Context: an optimization exercise on an open-source flow, tuned for small area, a short achievable clock period and few clock cycles per item. The choices shown serve that exercise and are no tape-out recipe. RTL that was checked went through simulation tests only; none was proved equivalent to the original. For runs 4 to 7, only the layout was checked, not whether the RTL still works.

`flow/design.v`:
```
module unsigned_nonrestoring #(
    parameter int WIDTH = 32
) (
    input logic go,
    input logic[WIDTH-1:0] divisor,
    input logic[WIDTH-1:0] dividend,
    input logic clk, rst,
    output logic done,
    output logic[WIDTH-1:0] quotient,
    output logic[WIDTH-1:0] remainder,
    output logic divide_by_zero
);
logic align_R, iter_R, done_R, dbz_R;
logic [4:0] cnt_R;
logic [31:0] Q_R, R_R, B_R;
logic [5:0] lza_R, lzb_R;
assign done = done_R;
assign divide_by_zero = dbz_R;
assign quotient = Q_R;
assign remainder = R_R;
function automatic logic [5:0] lzc32(input logic [31:0] x);
    logic [15:0] v1; logic [15:0] c1;
    logic [7:0] v2; logic [1:0] c2 [8];
    logic [3:0] v3; logic [2:0] c3 [4];
    logic [1:0] v4; logic [3:0] c4 [2];
    for (int i = 0; i < 16; i++) begin
        v1[i] = x[2*i+1] | x[2*i];
        c1[i] = ~x[2*i+1];
    end
    for (int i = 0; i < 8; i++) begin
        v2[i] = v1[2*i+1] | v1[2*i];
        c2[i] = v1[2*i+1] ? {1'b0, c1[2*i+1]} : {1'b1, c1[2*i]};
    end
    for (int i = 0; i < 4; i++) begin
        v3[i] = v2[2*i+1] | v2[2*i];
        c3[i] = v2[2*i+1] ? {1'b0, c2[2*i+1]} : {1'b1, c2[2*i]};
    end
    for (int i = 0; i < 2; i++) begin
        v4[i] = v3[2*i+1] | v3[2*i];
        c4[i] = v3[2*i+1] ? {1'b0, c3[2*i+1]} : {1'b1, c3[2*i]};
    end
    if (v4[1]) lzc32 = {2'b00, c4[1]};
    else if (v4[0]) lzc32 = {2'b01, c4[0]};
    else lzc32 = 6'd32;
endfunction
logic [6:0] d;
logic [31:0] bsh;
logic bzero, qzero;
always_comb begin
    d = {1'b0, lzb_R} - {1'b0, lza_R};
    bzero = lzb_R[5];
    qzero = d[6];
    bsh = divisor << d[4:0];
end
function automatic logic ge32(input logic [31:0] x, input logic [31:0] y);
    logic [31:0] g0, e0;
    logic [15:0] g1, e1;
    logic [7:0] g2, e2;
    logic [3:0] g3, e3;
    logic [1:0] g4, e4;
    g0 = x & ~y;
    e0 = ~(x ^ y);
    for (int i = 0; i < 16; i++) begin
        g1[i] = g0[2*i+1] | (e0[2*i+1] & g0[2*i]);
        e1[i] = e0[2*i+1] & e0[2*i];
    end
    for (int i = 0; i < 8; i++) begin
        g2[i] = g1[2*i+1] | (e1[2*i+1] & g1[2*i]);
        e2[i] = e1[2*i+1] & e1[2*i];
    end
    for (int i = 0; i < 4; i++) begin
        g3[i] = g2[2*i+1] | (e2[2*i+1] & g2[2*i]);
        e3[i] = e2[2*i+1] & e2[2*i];
    end
    for (int i = 0; i < 2; i++) begin
        g4[i] = g3[2*i+1] | (e3[2*i+1] & g3[2*i]);
        e4[i] = e3[2*i+1] & e3[2*i];
    end
    ge32 = g4[1] | (e4[1] & (g4[0] | e4[0]));
endfunction
logic [32:0] diff;
logic qd;
always_comb begin
    diff = {1'b0, R_R} - {1'b0, B_R};
    qd = ge32(R_R, B_R);
end
always_ff @(posedge clk or posedge rst) begin
    if (rst) begin
        align_R <= 1'b0;
        iter_R <= 1'b0;
        done_R <= 1'b0;
        dbz_R <= 1'b0;
    end else begin
        done_R <= 1'b0;
        if (align_R) begin
            align_R <= 1'b0;
            dbz_R <= bzero;
            if (bzero || qzero) done_R <= 1'b1;
            else iter_R <= 1'b1;
        end else if (iter_R) begin
            if (cnt_R == 5'd0) begin
                iter_R <= 1'b0;
                done_R <= 1'b1;
            end
        end else if (go) begin
            align_R <= 1'b1;
        end
    end
end
always_ff @(posedge clk) begin
    lza_R <= lzc32(dividend);
    lzb_R <= lzc32(divisor);
    if (align_R) begin
        B_R <= bsh;
        Q_R <= '0;
        cnt_R <= d[4:0];
    end else begin
        B_R <= {1'b0, B_R[31:1]};
        Q_R <= {Q_R[30:0], qd};
        cnt_R <= cnt_R - 5'd1;
    end
    if (!align_R && !iter_R) R_R <= dividend;
    else if (iter_R && qd) R_R <= diff[31:0];
end
endmodule
```
`flow/constraint.sdc`:
```
create_clock -name core_clock -period 6.0 [get_ports {clk}]
set_input_delay 1.2000 -clock core_clock [delete_from_list [all_inputs] [get_ports {clk}]]
set_output_delay 1.2000 -clock core_clock [all_outputs]
set_load 0.01 [all_outputs]
```
`flow/config.mk`:
```
export PLATFORM = sky130hd
export DESIGN_NAME = unsigned_nonrestoring
export DESIGN_NICKNAME = unsigned_nonrestoring
export VERILOG_FILES = /design/flow/design.v
export SDC_FILE = /design/flow/constraint.sdc
export NUM_CORES = 4
export LEC_CHECK = 0
export ABC_AREA = 1
export CAP_MARGIN = 20
export CORE_MARGIN = 2
export CORE_UTILIZATION = 50
export CTS_BUF_LIST = sky130_fd_sc_hd__clkbuf_8
export SETUP_SLACK_MARGIN = 3.5
export SLEW_MARGIN = 20
```
`flow/flow/run.sh`:
```
#!/bin/bash
# The standard layout, with the port buffers made from the smallest plain buffer
# (buf_1) instead of the cell buffer_ports picks by itself.
set -euo pipefail
bash standard.sh 'BUFFER_PORTS_ARGS=-buffer_cell sky130_fd_sc_hd__buf_1' finish > make.log 2>&1
```
`flow/standard.sh`:
```
#!/bin/bash
# synth_recipe.tcl (not shown) runs the flow's synth.tcl, then flattens the netlist and writes it again
# the make line also repeats each setting of config.mk as NAME=value (left out here)
make -C /OpenROAD-flow-scripts/flow DESIGN_CONFIG=/design/flow/config.mk WORK_HOME=/design/flow/orfs CLKGATE_MAP_FILE= SYNTH_SCRIPT=/design/flow/synth_recipe.tcl "${@:-finish}"
```
==> flow_summary.yaml, run 1 <==
status:
  status: "no timing/DRC/antenna violations"
sta:
  setup_viol: 0
  rsz0062_at_grt: "true"
  period_share_pct: 41.7
  hold_violations: 0
  fin_ws_ns: 3.50
  slew_violations: 0
  skew_ns: 0.0110
  maxSlewHeadroom_pct: 61.9
  fin_crit_ns: 2.50
  finalHoldWorstSlack_ns: 0.421
  worst_slew_pin_slew_ns: 0.571
  timing.fmax_mhz: 400
  fin_tns_setup_ns: 0
job:
  cap_violations: 0
synthesis:
  synth_cell_type_count: 41
  ys_seq_area_share_pct: 30.4
  yosysWarningCount: 7
  syn_nets: 1549
  syn_avg_cell_area_um2: 6.13
  syn_area_mm2: 0.00882
  synth-seq-cells: 117
  synth_cells: 1439
routing:
  vias: 9459
  first_iter_violations: 726
  via_per_inst: 5.23
  drtPass1Iterations: 7
  ant_nets: 0
  drt_drc_violations_left: 0
  detail_route.wl_per_cell_um: 15.6
  finalWirelength_mm: 28.2
worst_setup_path:
  cp-start-kind: "register"
  cpPeakStageDelay_ns: 0.39
  cp_data_arrival_time_ns: 2.65
  crit_path_end_kind: "register"
  cp_cell_sequence: "inv_1 > ha_1 > inv_1 > nor3_1 > o21ai_0 > nand3_1 > nor2_1 > nand2_1 > nand2_2 > nand2_4"
  crit_fanout: 16
  critPathMostFrequentCell: "inv_1"
  critPathRequiredTime_ns: 6.15
  cp_slowest_cell: "dfxtp_1"
  critPathBufInv: 2
  worstSetupPathType: "register to register"
  critPathTopFamily: "simple AND/OR/NAND/NOR gates"
layout:
  synthToLayoutAreaGrowth_pct: 15.1
  fillers: 1808
  post_route_cells_drive_above_1_share_pct: 5.74
  layout_commonest_cell: "nand2_1"
  antenna_cells: 0
  layout_common_cells: "nand2_1 (458), inv_1 (256), nand3_1 (164)"
  layout.nets: 1681
  fin_util_pct: 58.7
floorplan:
  die_w_um: 137
  ios: 133
  die_h_um: 137
  fp-row-count: 48
  core_area_mm2: 0.0173
  start_util_pct: 51.0
  die-area_mm2: 0.0187
global_routing:
  grt_pass1_vias: 8284
  grt_pass1_wl_mm: 41.9
  grt_max_degree: 62
  antenna_found_initial: 0
  grt-ovfl-total: 0
  grt_usage_pct: 29.2
cts:
  clk_pin_slew_ns: 0.09
  h-tree-depth: 4
  clk_path_buf_depth: 2
  cts_root_buffer: "clkbuf_8"
  clock_latency_ns: 0.47
  cts_buffers: 17
  cts_tree: "yes"
  cts.sinks: 117
  holdBufCountCts: 0
hold_path:
  hold_path_class: "register to register"
placed_design:
  hpwl_mm: 21.8
  io_buffers: 132
  dp_worst_setup_slack_ns: 3.11
  gp_congestion: 0.950
[cell type report]
type	instances	area, um2	area share (%)
multi-input combinational	1023	5100	50.2
sequential	117	2690	26.4
inverter	261	992	9.77
timing repair buffer	148	662	6.52
tap	225	282	2.77
clock buffer	17	234	2.30
clock inverter	15	181	1.79
timing repair inverter	3	20.0	0.197
[worst paths after layout]
path                                            to  slack (ns)  cells after the start               start
worst min-delay path            Q_R[23]$_SDFF_PP0_        0.42                      2  Q_R[22]$_SDFF_PP0_
worst max-delay path              R_R[1]$_DFFE_PP_        3.50                     10  B_R[31]$_SDFF_PN0_
max in group asynchronous        align_R$_DFF_PP0_        5.26                      2                 rst
min in group asynchronous        dbz_R$_DFFE_PP0P_        0.57                      2                 rst
worst min register to register  Q_R[23]$_SDFF_PP0_        0.42                      2  Q_R[22]$_SDFF_PP0_
worst max register to register    R_R[1]$_DFFE_PP_        3.50                     10  B_R[31]$_SDFF_PN0_
[per-stage QoR]
step,cell area (um2),std cells
after global placement,9470,1760
after detailed placement,9470,1760
after floorplan,8830,1439
final,10200,1809
after global routing,10200,1809
after CTS,9940,1795
[synth_stat cells, drive strengths merged]
library cell | number | area share, %
nand4 | 6 | 0.43
edfxtp | 32 | 11
o211ai | 26 | 2.2
nand2 | 460 | 20
a211oi | 1 | 0.085
xor2 | 6 | 0.68
o31ai | 3 | 0.26
o21ai | 80 | 4.5
nand3 | 164 | 9.3
fa | 2 | 0.45
and2 | 1 | 0.071
nor2 | 120 | 5.3
o311ai | 1 | 0.099
o221ai | 2 | 0.20
inv | 261 | 11
nand3b | 2 | 0.17
a21o | 1 | 0.085
dfrtp | 4 | 1.1
clkbuf | 23 | 0.98
o21a | 1 | 0.085
a31oi | 1 | 0.071
buf | 19 | 1.2
o2111ai | 1 | 0.099
dfxtp | 81 | 18
mux2i | 5 | 0.57
a21oi | 43 | 2.4
o22ai | 8 | 0.57
o21bai | 5 | 0.43
or2 | 18 | 1.3
ha | 41 | 5.8
xnor2 | 6 | 0.68
nor3 | 13 | 0.74
a21boi | 2 | 0.17
[cell families (layout without fill, tap and decap cells)]
| kind of cell | Yosys count | after routing | synth area share, % |
|---|---|---|---|
| compound gates | 175 | 175 | 11.3 |
| xor+xnor | 12 | 13 | 1.36 |
| fa+ha+maj | 43 | 43 | 6.27 |
| buf+inv | 303 | 444 | 13.2 |
| flops | 117 | 117 | 30.4 |
| mux | 5 | 5 | 0.567 |
| simple gates | 784 | 787 | 36.8 |
[state kept, by name (all words and copies together), names as in the netlist]
signal / cells
done_R: 1
dbz_R: 1
R_R: 32
cnt_R: 5
lza_R: 6
align_R: 1
lzb_R: 6
iter_R: 1
B_R: 32
Q_R: 32
[worst register-to-register path, delay by kind of cell, from the launching register on]
family / cells / cell delay [ns]
buffers and inverters: 2 / 0.18
AND/OR/NAND/NOR: 6 / 1.10
flip-flops: 1 / 0.39
adder cells (fa/ha/maj): 1 / 0.35
AO/OA/AOI/OAI: 1 / 0.17
[metal layers]
layer  track usage, %  vias to the layer above  routed length [um]
met4             7.85                        0                 579
met1             38.4                     4322               12300
li1                 -                     4819                   -
met2             50.3                      283               13800
met3             4.15                       35                1570
met5                0                        -                   0
[timing repair]
item	4_1_cts	5_1_grt
cloned	1	7
pin swaps	0	4
endpoints found under the setup margin	65	68
resized for setup	9	17
setup buffers	2	7
Testbench counts, summed over its fixed seeds: cycles 32,890, divisions 3,200.
==> run 2: changes to the inputs <==
--- a/flow/config.mk
+++ b/flow/config.mk
@@ -10,3 +10,3 @@
 export CORE_MARGIN = 2
-export CORE_UTILIZATION = 50
+export CORE_UTILIZATION = 30
 export CTS_BUF_LIST = sky130_fd_sc_hd__clkbuf_8
==> run 2 against run 1 <==
  * Die area is 64% higher
  * Maximum frequency is 4.2% higher
  * Count of clock-buffer cells in the layout unchanged
  * First-iteration DRC count down 5.4%
  * Synthesized cell count is the same
  * Global-route usage down 11 points
==> flow_summary.yaml, run 2 <==
status:
  status: "no timing/DRC/antenna violations"
layout:
  design_area_mm2: 0.0103
  reg_top3: "B_R (32), Q_R (32), R_R (32)"
  fillers: 3236
  antenna_cells: 0
  fin_util_pct: 35.8
  post_route_cells_drive_above_1_share_pct: 5.44
  synthToLayoutAreaGrowth_pct: 17.0
  layout_common_cells: "nand2_1 (459), inv_1 (255), nand3_1 (164)"
  layout.nets: 1678
  layout_commonest_cell: "nand2_1"
sta:
  skew_ns: 0.0151
  worst_slew_pin_slew_ns: 0.736
  fin_crit_ns: 2.40
  maxSlewHeadroom_pct: 50.5
  setup_viol: 0
  hold_violations: 0
  fin_tns_setup_ns: 0
  timing.fmax_mhz: 416
  fin_ws_ns: 3.60
  period_share_pct: 40.0
  slew_violations: 0
  rsz0062_at_grt: "true"
synthesis:
  synth-edff-count: 32
  syn_avg_cell_area_um2: 6.13
  synth_top_area_share_pct: 19.6
  yosysWarningCount: 7
  ys_seq_area_share_pct: 30.4
  synth.most_common_cell: "nand2_1"
  ys_top_cells_by_count: "nand2_1 (460), inv_1 (258), nand3_1 (164)"
  synth_cell_type_count: 41
  synth_flop_cell: "dfxtp_1"
  syn_nets: 1549
  synth_largest_area_cell: "nand2_1"
  ys_top_cells_by_area: "nand2_1 (20%), dfxtp_1 (18%), inv_1 (11%)"
  synth_cells: 1439
  async_flop_share_pct: 3.42
  syn_area_mm2: 0.00882
  synth-seq-cells: 117
routing:
  via_per_inst: 4.77
  drt_drc_violations_left: 0
  first_iter_violations: 687
  ant_nets: 0
  vias: 9374
  finalWirelength_mm: 29.0
  detail_route.wl_per_cell_um: 14.7
  drtPass1Iterations: 5
hold_path:
  worstHoldStart: "Q_R[7]$_SDFF_PP0_"
  hold-path-endpoint: "Q_R[8]$_SDFF_PP0_"
  hold_depth: 2
  hold_path_class: "register to register"
worst_setup_path:
  r2r_start: "B_R[29]$_DFF_P_"
  r2r_setup_slack_ns: 3.60
  crit_fanout: 32
  r2r_end: "R_R[2]$_DFFE_PP_"
  cp_data_arrival_time_ns: 2.53
  worstSetupPathType: "register to register"
  cp-start-kind: "register"
  reg2regPathDepth: 10
  critPathRequiredTime_ns: 6.13
  crit_path_end_kind: "register"
cts:
  clock_latency_ns: 0.46
  cts_buffers: 17
  clk_path_buf_depth: 2
  cts_tree: "yes"
  cts.sinks: 117
  h-tree-depth: 4
  cts_root_buffer: "clkbuf_8"
  clk_pin_slew_ns: 0.09
  holdBufCountCts: 0
placed_design:
  dp_worst_setup_slack_ns: 3.15
  io_buffers: 132
  hpwl_mm: 22.9
  place_area_mm2: 0.00967
  gp_congestion: 0.910
floorplan:
  ios: 133
  die-area_mm2: 0.0308
  fp-row-count: 62
  core_area_mm2: 0.0289
  start_util_pct: 30.6
  die_w_um: 175
  die_h_um: 175
job:
  cap_violations: 0
global_routing:
  antenna_found_initial: 0
  grt_max_degree: 62
  grt_pass1_wl_mm: 44.4
  grt_usage_pct: 18.5
  grt_pass1_vias: 8544
  grt-ovfl-total: 0
[run 2: cell families (layout without fill, tap and decap cells)]
group	count (synthesis)	after routing	synth area share, %
AND/OR/NAND/NOR	784	785	36.8
buffers and inverters	303	442	13.2
multiplexers	5	5	0.567
adder cells (fa/ha/maj)	43	43	6.27
flip-flops	117	117	30.4
AO/OA/AOI/OAI	175	175	11.3
XOR/XNOR	12	14	1.36
[run 2: how the worst max path moves through the flow]
stage                      startpoint                end  slack, ns  cells after the start
floorplan           R_R[14]$_DFFE_PP_   R_R[0]$_DFFE_PP_       3.70                     11
CTS                  lza_R[2]$_DFF_P_    B_R[28]$_DFF_P_       3.46                      8
detailed placement   lzb_R[0]$_DFF_P_    B_R[13]$_DFF_P_       3.15                     12
global placement     lzb_R[0]$_DFF_P_    B_R[13]$_DFF_P_       3.18                     12
global route         R_R[7]$_DFFE_PP_  R_R[14]$_DFFE_PP_       3.37                     13
finish                B_R[29]$_DFF_P_   R_R[2]$_DFFE_PP_       3.60                     10
[run 2: layout make-up]
type / instances / area [um2] / share of cell area (%)
clock buffers: 17 / 234 / 2.27
clock inverters: 15 / 158 / 1.53
inverters: 261 / 996 / 9.65
multi-input cells: 1022 / 5080 / 49.2
flip-flops and latches: 117 / 2690 / 26.0
well taps: 384 / 480 / 4.66
repair buffers: 146 / 663 / 6.43
repair inverters: 3 / 20.0 / 0.194
[run 2: worst max-delay path, stage by stage, from the launching register on]
cell	delay (ns)
dfxtp_1	0.38
inv_1	0.09
ha_1	0.35
nand2_1	0.11
nor3_1	0.28
o21ai_0	0.16
nand3_1	0.15
nor2_1	0.08
nand2_1	0.07
nand2_1	0.12
nand2_8	0.28
[run 2: per-layer routing]
layer,share of wire (%),track usage [%],vias to the layer above
met1,46,24.6,4265
met5,0,0,-
met4,2.8,6.89,0
met3,4.7,2.58,36
met2,47,30.4,254
li1,-,-,4819
[run 2: per-stage QoR]
| step | hold slack (ns) | cells |
|---|---|---|
| 2_1_floorplan | 0.431 | 1439 |
| 3_3_place_gp | 0.405 | 1918 |
| 3_5_place_dp | 0.411 | 1918 |
| 4_1_cts | 0.419 | 1953 |
| 5_1_grt | 0.441 | 1965 |
| 6_report | 0.422 | 1965 |
[run 2: what timing repair did]
| action | CTS | global route |
|---|---|---|
| cloned | 1 | 6 |
| endpoints found under the setup margin | 66 | 67 |
| pin swaps | 0 | 4 |
| gates resized for setup | 10 | 12 |
| buffers inserted | 2 | 6 |
==> run 3: changes to the inputs <==
--- a/flow/config.mk
+++ b/flow/config.mk
@@ -10,3 +10,3 @@
 export CORE_MARGIN = 2
-export CORE_UTILIZATION = 30
+export CORE_UTILIZATION = 40
 export CTS_BUF_LIST = sky130_fd_sc_hd__clkbuf_8
@@ -14 +14,2 @@
 export SLEW_MARGIN = 20
+export TNS_END_PERCENT = 20
==> run 3 against run 2 <==
  * Still clean on timing, DRC and antenna
  * Maximum frequency fell by 1.5%
  * Global-route usage rose by 5.0 points
  * First-iteration DRC count fell by 6.3%
  * Register-to-register slack got worse by 0.04 ns
  * Die area fell by 24%
  * Non-clock buffer count rose by 6
  * Cell count fell by 5.0%
  * Largest cell class unchanged
==> flow_summary.yaml, run 3 <==
status:
  status: "no timing/DRC/antenna violations"
routing:
  ant_nets: 0
  drtPass1Iterations: 7
  detail_route.wl_per_cell_um: 15.2
  finalWirelength_mm: 28.3
  drt_drc_violations_left: 0
  vias: 9399
  first_iter_violations: 644
  via_per_inst: 5.04
layout:
  synthToLayoutAreaGrowth_pct: 15.9
  fillers: 2356
  reg_top3: "B_R (32), Q_R (32), R_R (32)"
  layout_commonest_cell: "nand2_1"
  post_route_cells_drive_above_1_share_pct: 6.24
  antenna_cells: 0
  layout.nets: 1683
  layout_common_cells: "nand2_1 (451), inv_1 (254), nand3_1 (164)"
synthesis:
  synth-seq-cells: 117
  synth_cell_type_count: 41
  synth-edff-count: 32
  synth_top_area_share_pct: 19.6
  async_flop_share_pct: 3.42
  syn_area_mm2: 0.00882
  yosysWarningCount: 7
  ys_seq_area_share_pct: 30.4
  synth_cells: 1439
  synth_flop_cell: "dfxtp_1"
  synth.most_common_cell: "nand2_1"
  ys_top_cells_by_count: "nand2_1 (460), inv_1 (258), nand3_1 (164)"
  synth_largest_area_cell: "nand2_1"
  syn_nets: 1549
  ys_top_cells_by_area: "nand2_1 (20%), dfxtp_1 (18%), inv_1 (11%)"
  syn_avg_cell_area_um2: 6.13
worst_setup_path:
  cp_slowest_cell: "edfxtp_1"
  critPathMostFrequentCell: "nand2_1"
  cp_cell_sequence: "ha_1 > nand2_1 > nor2_1 > inv_1 > nor2_1 > nand3_1 > nand3_1 > nand2_1 > nand2_1 > nand2_2 > nand2_8"
  cp_data_arrival_time_ns: 2.59
  cpPeakStageDelay_ns: 0.43
  crit_fanout: 16
  worstSetupPathType: "register to register"
  crit_path_end_kind: "register"
  r2r_setup_slack_ns: 3.56
  critPathRequiredTime_ns: 6.15
  cp-start-kind: "register"
sta:
  finalHoldWorstSlack_ns: 0.419
  hold_violations: 0
  fin_crit_ns: 2.44
  timing.fmax_mhz: 410
  rsz0062_at_grt: "true"
  skew_ns: 0.0182
  worst_slew_pin_slew_ns: 0.602
  fin_tns_setup_ns: 0
  maxSlewHeadroom_pct: 59.8
  period_share_pct: 40.7
  setup_viol: 0
  slew_violations: 0
placed_design:
  hpwl_mm: 22.0
  gp_congestion: 0.925
  io_buffers: 132
floorplan:
  fp-row-count: 54
  core_area_mm2: 0.0218
  start_util_pct: 40.6
  die-area_mm2: 0.0233
  ios: 133
  die_h_um: 153
  die_w_um: 153
job:
  cap_violations: 0
global_routing:
  grt_usage_pct: 23.4
  antenna_found_initial: 0
  grt_pass1_vias: 8574
  grt_max_degree: 62
  grt-ovfl-total: 0
  grt_pass1_wl_mm: 43.2
cts:
  clock_latency_ns: 0.46
  holdBufCountCts: 0
  clk_path_buf_depth: 2
  cts_buffers: 17
  cts_tree: "yes"
  cts_root_buffer: "clkbuf_8"
  h-tree-depth: 4
  cts.sinks: 117
  clk_pin_slew_ns: 0.08
hold_path:
  hold_path_class: "register to register"
[run 3: metal layers]
layer | global-route usage, % | share of wire, %
met1 | 29.3 | 43
met3 | 4.35 | 5.7
met2 | 40.5 | 48
met5 | 0 | 0
met4 | 8.25 | 3.2
[run 3: path summary, 6_finish.rpt]
| path | from | end | cells past startpoint |
|---|---|---|---|
| worst max register to register | R_R[13]$_DFFE_PP_ | R_R[23]$_DFFE_PP_ | 11 |
| min in group asynchronous | rst | done_R$_DFF_PP0_ | 2 |
| worst min register to register | Q_R[30]$_SDFF_PP0_ | Q_R[31]$_SDFF_PP0_ | 2 |
| worst min-delay path | Q_R[30]$_SDFF_PP0_ | Q_R[31]$_SDFF_PP0_ | 2 |
| worst max-delay path | R_R[13]$_DFFE_PP_ | R_R[23]$_DFFE_PP_ | 11 |
| max in group asynchronous | rst | align_R$_DFF_PP0_ | 2 |
[run 3: layout make-up]
type / instances / area, um2 / area share, %
multi-input combinational: 1022 / 5060 / 49.5
sequential: 117 / 2690 / 26.3
inverter: 261 / 993 / 9.72
timing repair buffer: 152 / 722 / 7.06
tap: 280 / 350 / 3.43
clock buffer: 17 / 234 / 2.29
clock inverter: 15 / 160 / 1.57
timing repair inverter: 2 / 12.5 / 0.122
[run 3: logic make-up after synthesis]
logic type / after synthesis / synth area share, %
AO/OA/AOI/OAI: 175 / 11.3
XOR/XNOR: 12 / 1.36
adder cells (fa/ha/maj): 43 / 6.27
buffers and inverters: 303 / 13.2
flip-flops: 117 / 30.4
multiplexers: 5 / 0.567
AND/OR/NAND/NOR: 784 / 36.8
[run 3: timing repair]
action,4_1_cts,5_1_grt
gates resized for setup,8,22
setup buffers,2,10
gates cloned,1,6
endpoints found under the setup margin,86,67
pin swaps,0,15
[run 3: critical path: cells and delay by family, from the launching register on]
family	cells	cell delay (ns)
simple gates	9	1.23
flops	1	0.43
fa+ha+maj	1	0.38
buf+inv	1	0.11
[run 3: per-stage QoR]
step | instance area, um2 | worst slack, ns | cells | util [%]
CTS | 9990 | 3.55 | 1850 | 45.9
floorplan | 8830 | 3.70 | 1439 | -
global placement | 9530 | 2.92 | 1815 | 43.8
global route | 10200 | 3.38 | 1866 | 47.0
detailed placement | 9530 | 2.88 | 1815 | 43.8
finish | 10200 | 3.56 | 1866 | 47.0
==> run 4: changes to the inputs <==
--- a/flow/design.v
+++ b/flow/design.v
@@ -15,3 +15,4 @@
 logic [31:0] Q_R, R_R, B_R;
-logic [5:0] lza_R, lzb_R;
+logic [4:0] lza_R;
+logic [5:0] lzb_R;
 assign done = done_R;
@@ -48,5 +49,7 @@
 logic bzero, qzero;
+logic [5:0] lza6;
 always_comb begin
-    d = {1'b0, lzb_R} - {1'b0, lza_R};
+    d = {1'b0, lzb_R} - {2'b0, lza_R};
     bzero = lzb_R[5];
+    lza6 = lzc32(dividend);
     qzero = d[6];
@@ -110,3 +113,3 @@
 always_ff @(posedge clk) begin
-    lza_R <= lzc32(dividend);
+    lza_R <= lza6[4:0] | {5{lza6[5]}};
     lzb_R <= lzc32(divisor);
--- a/flow/config.mk
+++ b/flow/config.mk
@@ -14,2 +14 @@
 export SLEW_MARGIN = 20
-export TNS_END_PERCENT = 20
==> run 4 against run 3 <==
  * Still clean
  * Maximum frequency is 0.78% higher
  * Synthesized cell count down 0.90%
  * Count of clock-buffer cells in the layout stayed put
  * Worst setup slack gained 0.019 ns
  * Register-to-register slack gained 0.02 ns
  * Routed wire length fell by 0.37%
  * Via count decreased by 0.60%
  * Critical endpoint is now R_R[8]$_DFFE_PP_
  * Highest routed layer unchanged
==> flow_summary.yaml, run 4 <==
sta:
  rsz0062_at_grt: "true"
  skew_ns: 0.0157
  worst_slew_pin_slew_ns: 0.689
  fin_crit_ns: 2.42
  finalHoldWorstSlack_ns: 0.422
  maxSlewHeadroom_pct: 54.0
  fin_tns_setup_ns: 0
  timing.fmax_mhz: 413
  period_share_pct: 40.3
  slew_violations: 0
  hold_violations: 0
  setup_viol: 0
worst_setup_path:
  critPathTopFamily: "simple AND/OR/NAND/NOR gates"
  cp_cell_sequence: "ha_1 > nand2_1 > inv_1 > nand2_1 > nand2_1 > a21oi_1 > nor2_1 > nor2_1 > nand2_1 > nand2_4 > nand2_8"
  cp_data_arrival_time_ns: 2.59
  cp-start-kind: "register"
  cpPeakStageDelay_ns: 0.45
  crit_fanout: 16
  critPathMostFrequentCell: "nand2_1"
  worstSetupPathType: "register to register"
  critPathBufInv: 1
  cp_slowest_cell: "edfxtp_1"
  crit_path_end_kind: "register"
  critPathRequiredTime_ns: 6.17
cts:
  cts_tree: "yes"
  holdBufCountCts: 0
  clk_pin_slew_ns: 0.08
  cts_buffers: 17
  clk_path_buf_depth: 2
  h-tree-depth: 4
  clock_latency_ns: 0.47
  cts_root_buffer: "clkbuf_8"
  cts.sinks: 116
routing:
  highest_layer: "met4"
  via_per_inst: 5.04
  detail_route.wl_per_cell_um: 15.2
  met1_length_mm: 12.9
  ant_nets: 0
  drtPass1Iterations: 6
  met3WireLength_mm: 1.38
  route.met2.wl_mm: 13.2
  finalWirelength_mm: 28.2
  first_iter_violations: 613
  drt_drc_violations_left: 0
  vias: 9343
synthesis:
  synth_flop_cell: "dfxtp_1"
  ys_top_cells_by_count: "nand2_1 (461), inv_1 (250), nand3_1 (161)"
  ys_top_cells_by_area: "nand2_1 (20%), dfxtp_1 (18%), edfxtp_1 (11%)"
  synth_cell_type_count: 37
  syn_avg_cell_area_um2: 6.12
  ys_seq_area_share_pct: 30.5
  synth_largest_area_cell: "nand2_1"
  synth-edff-count: 32
  syn_nets: 1535
  synth.most_common_cell: "nand2_1"
  synth_cells: 1426
  async_flop_share_pct: 3.45
  synth_top_area_share_pct: 19.8
  synth-seq-cells: 116
  yosysWarningCount: 7
  syn_area_mm2: 0.00873
hold_path:
  hold_path_class: "register to register"
global_routing:
  antenna_found_initial: 0
  grt_usage_pct: 23.8
  grt_pass1_wl_mm: 42.1
  grt_pass1_vias: 8264
  grt_max_degree: 63
  grt-ovfl-total: 0
layout:
  multi_input_area_mm2: 0.00508
  post_route_cells_drive_above_1_share_pct: 6.55
  antenna_cells: 0
  layout_commonest_cell: "nand2_1"
  layout_common_cells: "nand2_1 (457), inv_1 (248), nand3_1 (159)"
  seqCellArea_mm2: 0.00267
  synthToLayoutAreaGrowth_pct: 16.0
  fillers: 2344
  reg_top3: "B_R (32), Q_R (32), R_R (32)"
  layout.nets: 1669
placed_design:
  io_buffers: 132
  hpwl_mm: 21.6
  gp_congestion: 0.901
floorplan:
  die_h_um: 152
  die-area_mm2: 0.0230
  fp-row-count: 54
  ios: 133
  core_area_mm2: 0.0216
  die_w_um: 152
  start_util_pct: 40.4
status:
  status: "no timing/DRC/antenna violations"
job:
  cap_violations: 0
[run 4: cell types whose count changed in the layout (fill, tap and decap cells not counted), sizes merged, moves of 2 or more]
| cell | before | now |
|---|---|---|
| nand3 | 164 | 161 |
| nand4 | 6 | 4 |
| clkinv | 4 | 6 |
| a21boi | 2 | 0 |
| o31ai | 3 | 1 |
| nor2 | 121 | 127 |
| inv | 268 | 258 |
| nand2 | 462 | 464 |
[run 4: worst paths after layout]
kind | from | to | slack, ns | cells past startpoint
max in group asynchronous | rst | align_R$_DFF_PP0_ | 5.24 | 2
worst max-delay path | R_R[23]$_DFFE_PP_ | R_R[8]$_DFFE_PP_ | 3.58 | 11
worst max register to register | R_R[23]$_DFFE_PP_ | R_R[8]$_DFFE_PP_ | 3.58 | 11
worst min-delay path | Q_R[7]$_SDFF_PP0_ | Q_R[8]$_SDFF_PP0_ | 0.42 | 2
min in group asynchronous | rst | iter_R$_DFFE_PP0P_ | 0.58 | 2
worst min register to register | Q_R[7]$_SDFF_PP0_ | Q_R[8]$_SDFF_PP0_ | 0.42 | 2
[run 4: per-stage QoR]
stage               utilization, %  std cells  cell area (um2)  setup WS, ns
CTS                           45.7       1838             9880          3.51
global placement              43.7       1802             9450          3.10
finish                        46.9       1853            10100          3.58
global route                  46.9       1853            10100          3.44
floorplan                        -       1426             8740          3.70
detailed placement            43.7       1802             9450          3.08
[run 4: final cells by class]
cell class                      instances  share of cell area (%)
Clock buffer                           17                    2.31
Timing Repair Buffer                  153                    7.23
Timing Repair inverter                  1                  0.0741
Clock inverter                         15                    1.02
Inverter                              253                    9.47
Multi-Input combinational cell       1018                    50.1
Tap cell                              280                    3.46
Sequential cell                       116                    26.3
[run 4: timing repair]
item,4_1_cts,5_1_grt
gates resized for setup,10,21
pin swaps,1,8
buffers inserted,2,11
setup endpoints to repair,65,63
cloned,2,4
[run 4: logic make-up (layout without fill, tap and decap cells)]
family	Yosys count	count (layout)	synth area share (%)
DFF	116	116	30.5
buffers and inverters	295	439	13.0
xor gates and xnor gates	13	13	1.48
AOI/OAI and AO/OA	171	171	11.1
and+or+nand+nor	785	788	37.2
adders and majority gates	42	42	6.19
muxes	4	4	0.458
[run 4: metal layers]
metal / vias up / track usage [%]
met4: 0 / 8.52
li1: 4778 / -
met5: - / 0
met1: 4244 / 31.6
met2: 278 / 39.7
met3: 43 / 3.17
[run 4: worst min-delay path: cells and delay by family, from the launching register on]
family                 cells  cell delay [ns]
DFF                        1             0.31
and+or+nand+nor            1             0.03
buffers and inverters      1             0.05
==> run 5: changes to the inputs <==
--- a/flow/design.v
+++ b/flow/design.v
@@ -15,4 +15,5 @@
 logic [31:0] Q_R, R_R, B_R;
-logic [4:0] lza_R;
-logic [5:0] lzb_R;
+logic [3:0] lzah_R, lzbh_R;    
+logic [1:0] dl_R;              
+logic bl_R;                    
 assign done = done_R;
@@ -46,2 +47,5 @@
 endfunction
+logic [5:0] lza, lzb;
+logic [2:0] dl;
+logic [4:0] dh;
 logic [6:0] d;
@@ -49,8 +53,10 @@
 logic bzero, qzero;
-logic [5:0] lza6;
 always_comb begin
-    d = {1'b0, lzb_R} - {2'b0, lza_R};
-    bzero = lzb_R[5];
-    lza6 = lzc32(dividend);
-    qzero = d[6];
+    lza = lzc32(dividend);
+    lzb = lzc32(divisor);
+    dl = {1'b0, lzb[1:0]} - {1'b0, lza[1:0]};
+    dh = {1'b0, lzbh_R} - {1'b0, lzah_R} - {4'b0, bl_R};
+    d = {dh, dl_R};
+    bzero = lzbh_R[3];
+    qzero = dh[4];
     bsh = divisor << d[4:0];
@@ -113,4 +119,6 @@
 always_ff @(posedge clk) begin
-    lza_R <= lza6[4:0] | {5{lza6[5]}};
-    lzb_R <= lzc32(divisor);
+    lzah_R <= lza[5:2];
+    lzbh_R <= lzb[5:2];
+    dl_R <= dl[1:0];
+    bl_R <= dl[2];
     if (align_R) begin
==> run 5 against run 4 <==
  * Worst setup slack worse by 0.20 ns
  * Still clean
  * Largest cell class unchanged
  * Utilization grew 2.7 points
  * Clock skew is 0.0016 ns lower
==> flow_summary.yaml, run 5 <==
synthesis:
  synth_top_area_share_pct: 18.3
  synth_flop_cell: "dfxtp_1"
  syn_nets: 1517
  synth_largest_area_cell: "nand2_1"
  synth_cell_type_count: 50
  yosysWarningCount: 7
  syn_avg_cell_area_um2: 6.32
  ys_seq_area_share_pct: 30.0
  ys_top_cells_by_area: "nand2_1 (18%), dfxtp_1 (18%), edfxtp_1 (11%)"
  synth-edff-count: 32
  syn_area_mm2: 0.00889
  async_flop_share_pct: 3.45
  synth_cells: 1405
  synth-seq-cells: 116
  synth.most_common_cell: "nand2_1"
  ys_top_cells_by_count: "nand2_1 (433), inv_1 (237), nand3_1 (156)"
worst_setup_path:
  worstSetupPathType: "register to register"
  critPathMostFrequentCell: "nand3_1"
  cp_cell_sequence: "inv_2 > fa_1 > inv_1 > ha_2 > nor2_4 > fa_2 > buf_12 > buf_6 > o211ai_1 > nand3_1 > nand3_1"
  cp_data_arrival_time_ns: 2.98
  crit_fanout: 7
  crit_path_end_kind: "register"
  cp-start-kind: "register"
  critPathRequiredTime_ns: 6.36
  cpPeakStageDelay_ns: 0.62
  cp_slowest_cell: "fa_2"
layout:
  reg_top3: "B_R (32), Q_R (32), R_R (32)"
  fillers: 2264
  layout_commonest_cell: "nand2_1"
  layout_common_cells: "nand2_1 (423), inv_1 (228), buf_1 (131)"
  post_route_cells_drive_above_1_share_pct: 12.4
  synthToLayoutAreaGrowth_pct: 21.7
  antenna_cells: 0
  instances_no_fill: 1840
  layout.nets: 1659
cts:
  cts_root_buffer: "clkbuf_8"
  h-tree-depth: 4
  clk_path_buf_depth: 2
  cts.sinks: 116
  cts_tree: "yes"
  cts_buffers: 17
  clock_latency_ns: 0.47
  clk_pin_slew_ns: 0.09
sta:
  hold_violations: 0
  rsz0062_at_grt: "true"
  worst_slew_pin_slew_ns: 0.975
  skew_ns: 0.0141
  setup_viol: 0
  fin_tns_setup_ns: 0
  period_share_pct: 43.7
  maxSlewHeadroom_pct: 35.0
  timing.fmax_mhz: 382
  slew_violations: 0
  fin_ws_ns: 3.38
  finalHoldWorstSlack_ns: 0.420
  fin_crit_ns: 2.62
floorplan:
  ios: 133
  start_util_pct: 40.7
  die_w_um: 153
  fp-row-count: 54
  core_area_mm2: 0.0218
  die-area_mm2: 0.0234
  die_h_um: 153
global_routing:
  grt_usage_pct: 24.5
  grt_pass1_vias: 8379
  grt_max_degree: 62
  antenna_found_initial: 0
  grt_pass1_wl_mm: 45.2
  grt-ovfl-total: 0
placed_design:
  hpwl_mm: 22.2
  placedCellCount: 1779
  io_buffers: 132
  gp_congestion: 0.945
  dp_worst_setup_slack_ns: 2.63
job:
  cap_violations: 0
routing:
  via_per_inst: 5.20
  drtPass1Iterations: 7
  finalWirelength_mm: 30.3
  ant_nets: 0
  vias: 9570
  first_iter_violations: 882
  drt_drc_violations_left: 0
  detail_route.wl_per_cell_um: 16.5
status:
  status: "no timing/DRC/antenna violations"
hold_path:
  hold_path_class: "register to register"
==> run 5: worst paths after layout <==
check                                   from           endpoint  slack (ns)  cells after the start
min reg2reg                Q_R[1]$_SDFF_PP0_  Q_R[2]$_SDFF_PP0_        0.42                      2
min in group asynchronous                rst  dbz_R$_DFFE_PP0P_        0.58                      2
max reg2reg                     bl_R$_DFF_P_    B_R[24]$_DFF_P_        3.38                     11
max in group asynchronous                rst  align_R$_DFF_PP0_        5.26                      2
min                        Q_R[1]$_SDFF_PP0_  Q_R[2]$_SDFF_PP0_        0.42                      2
max                             bl_R$_DFF_P_    B_R[24]$_DFF_P_        3.38                     11
==> run 5: worst max-delay path: cells and delay by family, from the launching register on <==
| family | cells | cell delay, ns |
|---|---|---|
| flip-flops | 1 | 0.32 |
| AND/OR/NAND/NOR | 3 | 0.26 |
| buffers and inverters | 4 | 0.45 |
| AO/OA/AOI/OAI | 1 | 0.17 |
| adder cells (fa/ha/maj) | 3 | 1.30 |
==> run 5: cells by family (layout without fill, tap and decap cells) <==
kind of cell | after synthesis | count (layout) | share of synthesized area, %
compound gates | 173 | 173 | 11.6
xor+xnor | 10 | 10 | 1.20
simple gates | 765 | 766 | 36.6
flops | 116 | 116 | 30.0
mux | 5 | 5 | 0.563
fa+ha+maj | 45 | 45 | 6.67
buf+inv | 291 | 445 | 13.3
==> run 5: metal layers <==
| metal | track usage [%] | wire [um] |
|---|---|---|
| met1 | 34.8 | 13900 |
| met3 | 4.54 | 2520 |
| met2 | 38.3 | 13300 |
| met4 | 6.39 | 634 |
| met5 | 0 | 0 |
==> run 5: area by class of cell <==
| type | count | area (um2) | area share, % |
|---|---|---|---|
| multi-input cells | 999 | 5430 | 50.2 |
| repair inverters | 2 | 27.5 | 0.255 |
| clock buffers | 17 | 234 | 2.16 |
| well taps | 280 | 350 | 3.24 |
| inverters | 246 | 965 | 8.92 |
| clock inverters | 15 | 150 | 1.39 |
| repair buffers | 165 | 988 | 9.14 |
| flip-flops and latches | 116 | 2670 | 24.7 |
==> run 5: per-stage QoR <==
step                      area [um2]  utilization (%)
after global placement          9570             43.9
after floorplan                 8940                -
after CTS                      10300             47.1
after global routing           10800             49.5
final                          10800             49.5
after detailed placement        9570             43.9
==> run 5: repair_timing <==
action,CTS,global route
setup endpoints to repair,77,80
hold buffers,0,0
buffers inserted,9,9
pin swaps,14,34
resized for setup,33,85
gates cloned,4,7
==> run 6: changes to the inputs <==
==> flow/design.v (replaced) <==
module unsigned_nonrestoring #(
    parameter int WIDTH = 32
) (
    input logic go,
    input logic[WIDTH-1:0] divisor,
    input logic[WIDTH-1:0] dividend,
    input logic clk, rst,
    output logic done,
    output logic[WIDTH-1:0] quotient,
    output logic[WIDTH-1:0] remainder,
    output logic divide_by_zero
);
logic align_R, iter_R, fix_R, done_R, dbz_R;
logic [4:0] cnt_R;
logic [31:0] Q_R, B_R;
logic [32:0] R_R;
logic [5:0] lza_R, lzb_R;
assign done = done_R;
assign divide_by_zero = dbz_R;
assign quotient = Q_R;
assign remainder = R_R[31:0];
function automatic logic [5:0] lzc32(input logic [31:0] x);
    logic [15:0] v1; logic [15:0] c1;
    logic [7:0] v2; logic [1:0] c2 [8];
    logic [3:0] v3; logic [2:0] c3 [4];
    logic [1:0] v4; logic [3:0] c4 [2];
    for (int i = 0; i < 16; i++) begin
        v1[i] = x[2*i+1] | x[2*i];
        c1[i] = ~x[2*i+1];
    end
    for (int i = 0; i < 8; i++) begin
        v2[i] = v1[2*i+1] | v1[2*i];
        c2[i] = v1[2*i+1] ? {1'b0, c1[2*i+1]} : {1'b1, c1[2*i]};
    end
    for (int i = 0; i < 4; i++) begin
        v3[i] = v2[2*i+1] | v2[2*i];
        c3[i] = v2[2*i+1] ? {1'b0, c2[2*i+1]} : {1'b1, c2[2*i]};
    end
    for (int i = 0; i < 2; i++) begin
        v4[i] = v3[2*i+1] | v3[2*i];
        c4[i] = v3[2*i+1] ? {1'b0, c3[2*i+1]} : {1'b1, c3[2*i]};
    end
    if (v4[1]) lzc32 = {2'b00, c4[1]};
    else if (v4[0]) lzc32 = {2'b01, c4[0]};
    else lzc32 = 6'd32;
endfunction
logic [6:0] d;
logic [31:0] bsh;
logic bzero, qzero;
always_comb begin
    d = {1'b0, lzb_R} - {1'b0, lza_R};
    bzero = lzb_R[5];
    qzero = d[6];
    bsh = divisor << d[4:0];
end
logic [32:0] sum;
logic last;
always_comb begin
    sum = R_R[32] ? R_R + {1'b0, B_R} : R_R - {1'b0, B_R};
    last = (cnt_R == 5'd0);
end
always_ff @(posedge clk or posedge rst) begin
    if (rst) begin
        align_R <= 1'b0;
        iter_R <= 1'b0;
        fix_R <= 1'b0;
        done_R <= 1'b0;
        dbz_R <= 1'b0;
    end else begin
        done_R <= 1'b0;
        if (align_R) begin
            align_R <= 1'b0;
            dbz_R <= bzero;
            if (bzero || qzero) done_R <= 1'b1;
            else iter_R <= 1'b1;
        end else if (iter_R) begin
            if (last) begin
                iter_R <= 1'b0;
                if (sum[32]) fix_R <= 1'b1;
                else done_R <= 1'b1;
            end
        end else if (fix_R) begin
            fix_R <= 1'b0;
            done_R <= 1'b1;
        end else if (go) begin
            align_R <= 1'b1;
        end
    end
end
always_ff @(posedge clk) begin
    lza_R <= lzc32(dividend);
    lzb_R <= lzc32(divisor);
    if (align_R) begin
        B_R <= bsh;
        Q_R <= '0;
        cnt_R <= d[4:0];
    end else begin
        if (!last) B_R <= {1'b0, B_R[31:1]};
        if (!fix_R) Q_R <= {Q_R[30:0], !sum[32]};
        cnt_R <= cnt_R - 5'd1;
    end
    if (!align_R && !iter_R && !fix_R) R_R <= {1'b0, dividend};
    else if (!align_R) R_R <= sum;
end
endmodule
--- a/flow/config.mk
+++ b/flow/config.mk
@@ -7,3 +7,2 @@
 export LEC_CHECK = 0
-export ABC_AREA = 1
 export CAP_MARGIN = 20
@@ -11,4 +10,3 @@
 export CORE_UTILIZATION = 40
-export CTS_BUF_LIST = sky130_fd_sc_hd__clkbuf_8
-export SETUP_SLACK_MARGIN = 3.5
+export SETUP_SLACK_MARGIN = 3.0
 export SLEW_MARGIN = 20
==> run 6 against run 5 <==
  * Routed wire length fell by 1.9%
  * Count of clock-buffer cells in the layout rose by 2
  * Global-route usage fell by 1.8 points
  * Sequential cell count rose by 3
  * Final area rose by 20%
  * Register-to-register slack got worse by 1.2 ns
  * Still clean
  * Sequential share of layout area fell by 1.1 points
  * Critical path type unchanged
==> flow_summary.yaml, run 6 <==
status:
  status: "no timing/DRC/antenna violations"
synthesis:
  async_flop_share_pct: 4.20
  synth_cells: 1107
  ys_top_cells_by_area: "edfxtp_1 (20%), dfxtp_1 (10%), mux2i_1 (6.2%)"
  yosysWarningCount: 7
  synth.most_common_cell: "nor2_1"
  synth-seq-cells: 119
  synth_top_area_share_pct: 20.0
  syn_nets: 1217
  synth_flop_cell: "edfxtp_1"
  synth_cell_type_count: 74
  synth_largest_area_cell: "edfxtp_1"
  syn_avg_cell_area_um2: 8.68
  ys_seq_area_share_pct: 31.7
  ys_top_cells_by_count: "nor2_1 (126), a21oi_1 (99), nand2_1 (95)"
  synth-edff-count: 64
  syn_area_mm2: 0.00961
floorplan:
  ios: 133
  die_w_um: 159
  die_h_um: 159
  start_util_pct: 40.8
  core_area_mm2: 0.0235
  fp-row-count: 56
  die-area_mm2: 0.0253
cts:
  h-tree-depth: 4
  cts_buffers: 17
  clk_pin_slew_ns: 0.06
  clk_path_buf_depth: 2
  cts_root_buffer: "clkbuf_16"
  cts.sinks: 119
  clock_latency_ns: 0.42
  holdBufCountCts: 0
  cts_tree: "yes"
worst_setup_path:
  critPathBufInv: 1
  critPathTopFamily: "simple AND/OR/NAND/NOR gates"
  cp_data_arrival_time_ns: 3.97
  worstSetupPathType: "register to register"
  cp_cell_sequence: "or4_4 > or4_4 > nor3_4 > a21oi_2 > xor2_1 > ha_2 > buf_6 > a21o_1 > a21o_1 > a21oi_2 > o21ai_2 > a211oi_2 > xnor2_1 > o21ai_1"
  crit_path_end_kind: "register"
  cpPeakStageDelay_ns: 0.54
  crit_fanout: 4
  critPathRequiredTime_ns: 6.16
  cp_slowest_cell: "or4_4"
  cp-start-kind: "register"
  r2r_setup_slack_ns: 2.19
global_routing:
  antenna_found_initial: 0
  grt_max_degree: 74
  grt_pass1_vias: 8758
  grt_usage_pct: 22.7
  grt-ovfl-total: 0
  grt_pass1_wl_mm: 46.6
routing:
  met3WireLength_mm: 1.55
  ant_nets: 0
  drt_drc_violations_left: 0
  finalWirelength_mm: 29.7
  met1_length_mm: 13.4
  via_per_inst: 5.67
  first_iter_violations: 759
  vias: 9167
  detail_route.wl_per_cell_um: 18.4
  drtPass1Iterations: 5
  route.met2.wl_mm: 14.3
  highest_layer: "met4"
sta:
  fin_ws_ns: 2.19
  worst_slew_pin_slew_ns: 1.03
  skew_ns: 0.00898
  timing.fmax_mhz: 262
  hold_violations: 0
  fin_crit_ns: 3.81
  slew_violations: 0
  fin_tns_setup_ns: 0
  maxSlewHeadroom_pct: 31.5
  period_share_pct: 63.5
  setup_viol: 0
  rsz0062_at_grt: "true"
layout:
  layout_commonest_cell: "buf_1"
  layout_common_cells: "buf_1 (132), nor2_1 (116), buf_4 (83)"
  largest_register_ffs: 33
  layout.nets: 1395
  synthToLayoutAreaGrowth_pct: 35.0
  reg_top3: "R_R (33), B_R (32), Q_R (32)"
  instances_no_fill: 1617
  post_route_cells_drive_above_1_share_pct: 30.7
  seqCellArea_mm2: 0.00305
  fillers: 2136
  antenna_cells: 0
  multi_input_area_mm2: 0.00714
  regMostFlops: "R_R"
hold_path:
  hold_path_class: "register to register"
job:
  cap_violations: 0
placed_design:
  hpwl_mm: 20.4
  gp_congestion: 0.874
  placedCellCount: 1478
  dp_worst_setup_slack_ns: 1.80
  io_buffers: 132
[run 6: changes by cell type in the layout (fill, tap and decap cells not counted), moves of 30 or more]
cell and change:
nand2_1 -356, edfxtp_1 +32, o21ai_1 -30, nand3_2 -30, inv_1 -186, mux2i_1 +38
nand3_1 -105, buf_4 +70, dfxtp_1 -30
[run 6: cells by family after synthesis]
kind of cell,share of synthesized area (%)
flip-flops,31.7
AND/OR/NAND/NOR,17.3
multiplexers,12.6
buffers and inverters,6.90
AO/OA/AOI/OAI,20.5
adder cells (fa/ha/maj),5.75
XOR/XNOR,5.19
[run 6: final cells by class]
| class | instances | area share (%) |
|---|---|---|
| multi-input combinational | 850 | 55.0 |
| sequential | 119 | 23.5 |
| timing repair buffer | 249 | 12.2 |
| tap | 319 | 3.08 |
| clock inverter | 13 | 1.12 |
| inverter | 48 | 1.41 |
| clock buffer | 19 | 3.66 |
[run 6: final timing paths]
check | end | startpoint | cells past startpoint
max | R_R[28]$_DFFE_PP_ | B_R[16]$_DFFE_PP_ | 14
min | cnt_R[0]$_DFF_P_ | cnt_R[0]$_DFF_P_ | 1
max reg2reg | R_R[28]$_DFFE_PP_ | B_R[16]$_DFFE_PP_ | 14
min reg2reg | cnt_R[0]$_DFF_P_ | cnt_R[0]$_DFF_P_ | 1
max in group asynchronous | fix_R$_DFFE_PP0P_ | rst | 2
min in group asynchronous | done_R$_DFF_PP0_ | rst | 2
[run 6: what timing repair did]
item / 4_1_cts / 5_1_grt
gates resized for setup: 185 / 94
setup endpoints to repair: 57 / 51
pin swaps: 105 / 73
setup buffers: 84 / 21
gates cloned: 2 / 0
hold endpoints to repair: 0 / 0
[run 6: layer usage]
metal  vias to the layer above  GRT usage [%]
met4                         0           6.28
li1                       4418              -
met1                      4436           31.5
met3                        35           3.02
met5                         -              0
met2                       278           37.5
[run 6: metrics by stage]
| step | area, um2 | util [%] | hold slack, ns |
|---|---|---|---|
| after floorplan | 9790 | - | 0.435 |
| after detailed placement | 10300 | 43.6 | 0.463 |
| after CTS | 12400 | 52.8 | 0.477 |
| after global routing | 13000 | 55.1 | 0.507 |
| after global placement | 10300 | 43.6 | 0.457 |
| final | 13000 | 55.1 | 0.474 |
[run 6: worst reg2reg max path: cells and delay by family, from the launching register on]
kind | cells | cell delay (ns)
and+or+nand+nor | 3 | 1.24
AOI/OAI and AO/OA | 7 | 1.06
xor gates and xnor gates | 2 | 0.40
DFF | 1 | 0.39
adders and majority gates | 1 | 0.34
buffers and inverters | 1 | 0.14
==> run 7: changes to the inputs <==
--- a/flow/design.v
+++ b/flow/design.v
@@ -12,6 +12,5 @@
 );
-logic align_R, iter_R, fix_R, done_R, dbz_R;
-logic [4:0] cnt_R;
-logic [31:0] Q_R, B_R;
-logic [32:0] R_R;
+logic align_R, iter_R, done_R, dbz_R;
+logic [3:0] cnt_R;
+logic [31:0] Q_R, R_R, B_R;
 logic [5:0] lza_R, lzb_R;
@@ -20,3 +19,3 @@
 assign quotient = Q_R;
-assign remainder = R_R[31:0];
+assign remainder = R_R;
 function automatic logic [5:0] lzc32(input logic [31:0] x);
@@ -53,9 +52,26 @@
     qzero = d[6];
-    bsh = divisor << d[4:0];
+    bsh = divisor << {d[4:1], 1'b0};
 end
-logic [32:0] sum;
-logic last;
+logic [32:0] d1;
+logic [33:0] d2;
+logic [34:0] d3;
+logic ge1, ge2, ge3;
+logic [1:0] qd;
+logic [31:0] R_next;
 always_comb begin
-    sum = R_R[32] ? R_R + {1'b0, B_R} : R_R - {1'b0, B_R};
-    last = (cnt_R == 5'd0);
+    d1 = {1'b0, R_R} - {1'b0, B_R};
+    d2 = {2'b0, R_R} - {1'b0, B_R, 1'b0};
+    d3 = {3'b0, R_R} - {3'b0, B_R} - {2'b0, B_R, 1'b0};
+    ge1 = R_R >= B_R;
+    ge2 = {1'b0, R_R} >= {B_R, 1'b0};
+    ge3 = !d3[34];
+    if (ge3) begin
+        qd = 2'd3; R_next = d3[31:0];
+    end else if (ge2) begin
+        qd = 2'd2; R_next = d2[31:0];
+    end else if (ge1) begin
+        qd = 2'd1; R_next = d1[31:0];
+    end else begin
+        qd = 2'd0; R_next = R_R;
+    end
 end
@@ -65,3 +81,2 @@
         iter_R <= 1'b0;
-        fix_R <= 1'b0;
         done_R <= 1'b0;
@@ -76,10 +91,6 @@
         end else if (iter_R) begin
-            if (last) begin
+            if (cnt_R == 4'd0) begin
                 iter_R <= 1'b0;
-                if (sum[32]) fix_R <= 1'b1;
-                else done_R <= 1'b1;
+                done_R <= 1'b1;
             end
-        end else if (fix_R) begin
-            fix_R <= 1'b0;
-            done_R <= 1'b1;
         end else if (go) begin
@@ -95,10 +106,10 @@
         Q_R <= '0;
-        cnt_R <= d[4:0];
+        cnt_R <= d[4:1];
     end else begin
-        if (!last) B_R <= {1'b0, B_R[31:1]};
-        if (!fix_R) Q_R <= {Q_R[30:0], !sum[32]};
-        cnt_R <= cnt_R - 5'd1;
+        B_R <= {2'b0, B_R[31:2]};
+        Q_R <= {Q_R[29:0], qd};
+        cnt_R <= cnt_R - 4'd1;
     end
-    if (!align_R && !iter_R && !fix_R) R_R <= {1'b0, dividend};
-    else if (!align_R) R_R <= sum;
+    if (!align_R && !iter_R) R_R <= dividend;
+    else if (iter_R) R_R <= R_next;
 end
--- a/flow/config.mk
+++ b/flow/config.mk
@@ -7,2 +7,3 @@
 export LEC_CHECK = 0
+export ABC_AREA = 1
 export CAP_MARGIN = 20
@@ -10,3 +11,4 @@
 export CORE_UTILIZATION = 40
-export SETUP_SLACK_MARGIN = 3.0
+export CTS_BUF_LIST = sky130_fd_sc_hd__clkbuf_8
+export SETUP_SLACK_MARGIN = 2.75
 export SLEW_MARGIN = 20
==> run 7 against run 6 <==
  * Largest cell class unchanged
  * Maximum frequency fell by 3.8%
  * Critical endpoint is now R_R[19]$_DFFE_PP_
  * Via count rose by 82%
  * Global-route usage rose by 11 points
  * Critical path depth rose by 15
  * Sequential share of layout area fell by 8.3 points
  * Register-to-register slack got worse by 0.15 ns
==> flow_summary.yaml, run 7 <==
cts:
  holdBufCountCts: 0
  clock_latency_ns: 0.47
  clk_path_buf_depth: 2
  h-tree-depth: 4
  cts_root_buffer: "clkbuf_8"
  cts_buffers: 17
  clk_pin_slew_ns: 0.08
  cts.sinks: 116
  cts_tree: "yes"
global_routing:
  grt_max_degree: 76
  grt_pass1_vias: 15500
  antenna_found_initial: 0
  grt-ovfl-total: 0
  grt_usage_pct: 34.0
  grt_pass1_wl_mm: 91.4
synthesis:
  synth_largest_area_cell: "nand2_1"
  synth-seq-cells: 116
  syn_area_mm2: 0.0138
  async_flop_share_pct: 3.45
  synth_mux_area_share_pct: 0.506
  synth-xor-area-share_pct: 2.98
  synthAdderAreaFrac_pct: 9.62
  yosysWarningCount: 7
  synth-edff-count: 32
  synth_cells: 2460
  ys_top_cells_by_count: "nand2_1 (890), inv_1 (469), nor2_1 (202)"
  synth_top_family_by_area: "simple AND/OR/NAND/NOR gates"
  synth_compound_area_share_pct: 10.1
  ys_top_cells_by_area: "nand2_1 (24%), inv_1 (13%), dfxtp_1 (12%)"
  synth_top_area_share_pct: 24.1
  synth_flop_cell: "dfxtp_1"
  syn_nets: 2631
  syn_avg_cell_area_um2: 5.62
  synth.most_common_cell: "nand2_1"
  ys_seq_area_share_pct: 19.2
  synth_cell_type_count: 49
  yosys.area_share.simple_pct: 42.4
floorplan:
  die-area_mm2: 0.0361
  fp-row-count: 68
  die_w_um: 190
  start_util_pct: 40.4
  ios: 133
  core_area_mm2: 0.0343
  die_h_um: 190
layout:
  design_area_mm2: 0.0176
  layout_commonest_cell: "nand2_1"
  layout_common_cells: "nand2_1 (829), inv_1 (431), nor2_1 (171)"
  antenna_cells: 0
  post_route_cells_drive_above_1_share_pct: 15.9
  reg_top3: "B_R (32), Q_R (32), R_R (32)"
  synthToLayoutAreaGrowth_pct: 26.9
  layout.nets: 2837
routing:
  vias: 16700
  drt_drc_violations_left: 0
  drtPass1Iterations: 6
  via_per_inst: 5.33
  ant_nets: 0
  finalWirelength_mm: 62.8
  detail_route.wl_per_cell_um: 20.0
  first_iter_violations: 1430
worst_setup_path:
  crit_path_end_kind: "register"
  cpPeakStageDelay_ns: 0.49
  critPathBufInv: 8
  critPathRequiredTime_ns: 6.23
  cp_slowest_cell: "edfxtp_1"
  critPathMostFrequentCell: "nand2_2"
  worstSetupPathType: "register to register"
  cp_data_arrival_time_ns: 4.19
  cp-start-kind: "register"
  critPathTopFamily: "simple AND/OR/NAND/NOR gates"
  crit_fanout: 5
sta:
  rsz0062_at_grt: "true"
  fin_crit_ns: 3.96
  skew_ns: 0.0143
  setup_viol: 0
  maxSlewHeadroom_pct: 47.9
  hold_violations: 0
  fin_tns_setup_ns: 0
  period_share_pct: 66.0
  slew_violations: 0
  timing.fmax_mhz: 252
  worst_slew_pin_slew_ns: 0.780
job:
  cap_violations: 0
placed_design:
  gp_congestion: 1.02
  place_area_mm2: 0.0148
  io_buffers: 132
  hpwl_mm: 49.9
status:
  status: "no timing/DRC/antenna violations"
hold_path:
  hold_path_class: "register to register"
## run 7: cell types whose count changed after synthesis, sizes merged, moves of 38 or more
cell and change:
o21ai +38, nor2 +82, mux2i -53, nand3 +171
ha +59, inv +438, nand2 +810
## run 7: final timing paths
kind,start,end,slack [ns],cells past startpoint
max in group asynchronous,rst,align_R$_DFF_PP0_,5.26,2
setup reg to reg,R_R[8]$_DFFE_PP_,R_R[19]$_DFFE_PP_,2.04,29
min in group asynchronous,rst,dbz_R$_DFFE_PP0P_,0.58,2
hold reg to reg,Q_R[11]$_SDFF_PP0_,Q_R[13]$_SDFF_PP0_,0.41,2
setup / recovery,R_R[8]$_DFFE_PP_,R_R[19]$_DFFE_PP_,2.04,29
hold / removal,Q_R[11]$_SDFF_PP0_,Q_R[13]$_SDFF_PP0_,0.41,2
## run 7: stage by stage
step | cells | setup WS, ns | utilization, % | hold WS, ns
floorplan | 2460 | 2.09 | - | 0.411
global route | 3134 | 1.89 | 51.2 | 0.427
CTS | 3114 | 2.09 | 49.6 | 0.414
detailed placement | 3005 | 1.32 | 43.1 | 0.411
global placement | 3005 | 1.26 | 43.1 | 0.404
finish | 3134 | 2.04 | 51.2 | 0.412
## run 7: final cells by class
cell class / instances / area [um2]
multi-input combinational: 1808 / 10500
inverter: 486 / 1840
sequential: 116 / 2670
clock buffer: 17 / 234
clock inverter: 15 / 194
tap: 455 / 569
fill: 3592 / 16700
timing repair buffer: 237 / 1590
## run 7: cells by family (layout without fill, tap and decap cells)
family	Yosys count	in the layout
AOI/OAI and AO/OA	243	243
and+or+nand+nor	1406	1407
muxes	7	7
DFF	116	116
adders and majority gates	104	104
xor gates and xnor gates	47	47
buffers and inverters	537	755
## run 7: worst register-to-register path, delay by kind of cell, from the launching register on
family	cells	cell delay, ns
AO/OA/AOI/OAI	2	0.35
XOR/XNOR	1	0.17
adder cells (fa/ha/maj)	2	0.56
buffers and inverters	8	0.76
flip-flops	1	0.49
AND/OR/NAND/NOR	16	1.42
## run 7: layer usage
layer,wire length [um],track usage [%]
met1,27000,45.8
met2,28000,55.0
met3,5110,4.83
met4,2610,13.4
met5,0,0
## run 7: what timing repair did
action / 4_1_cts / 5_1_grt
buffers inserted: 69 / 17
resized for setup: 212 / 86
endpoints found under the setup margin: 66 / 74
gates cloned: 8 / 3
pin swaps: 38 / 58

## port drivers added, routing unchanged
The results above use ideal ports. As a check the final layouts listed here were re-extracted and re-timed, cells and wires unchanged. Step 1 assumes that a clkbuf_16 drives the clock port and a buf_2 every other input. Step 2 times the ports against the registers' clock, not the clock port: input delays grow and output delays shrink by t, the midpoint of the rising clock arrivals with the driver on. a / b / c = no drivers / after step 1 / after step 2; a / b = the first two.
| run | shift t [ns] | setup slack, ns | pins driven straight from the clock port |
|---|---|---|---|
| run 1 | 0.510 | 3.498 / 3.498 / 3.126 | 1 |
| run 2 | 0.492 | 3.599 / 3.599 / 3.170 | 1 |
| run 3 | 0.492 | 3.561 / 3.561 / 3.175 | 1 |
| run 4 | 0.501 | 3.580 / 3.580 / 3.252 | 1 |
| run 5 | 0.504 | 3.379 / 3.379 / 2.982 | 1 |
| run 6 | 0.466 | 2.190 / 2.190 / 2.190 | 1 |
| run 7 | 0.516 | 2.038 / 2.038 / 2.038 | 1 |
After both steps setup and hold are still met in every run listed. For run 2, which loses most, drivers alone change the setup slack by 0.000 ns; drivers and shift together by -0.429 ns.
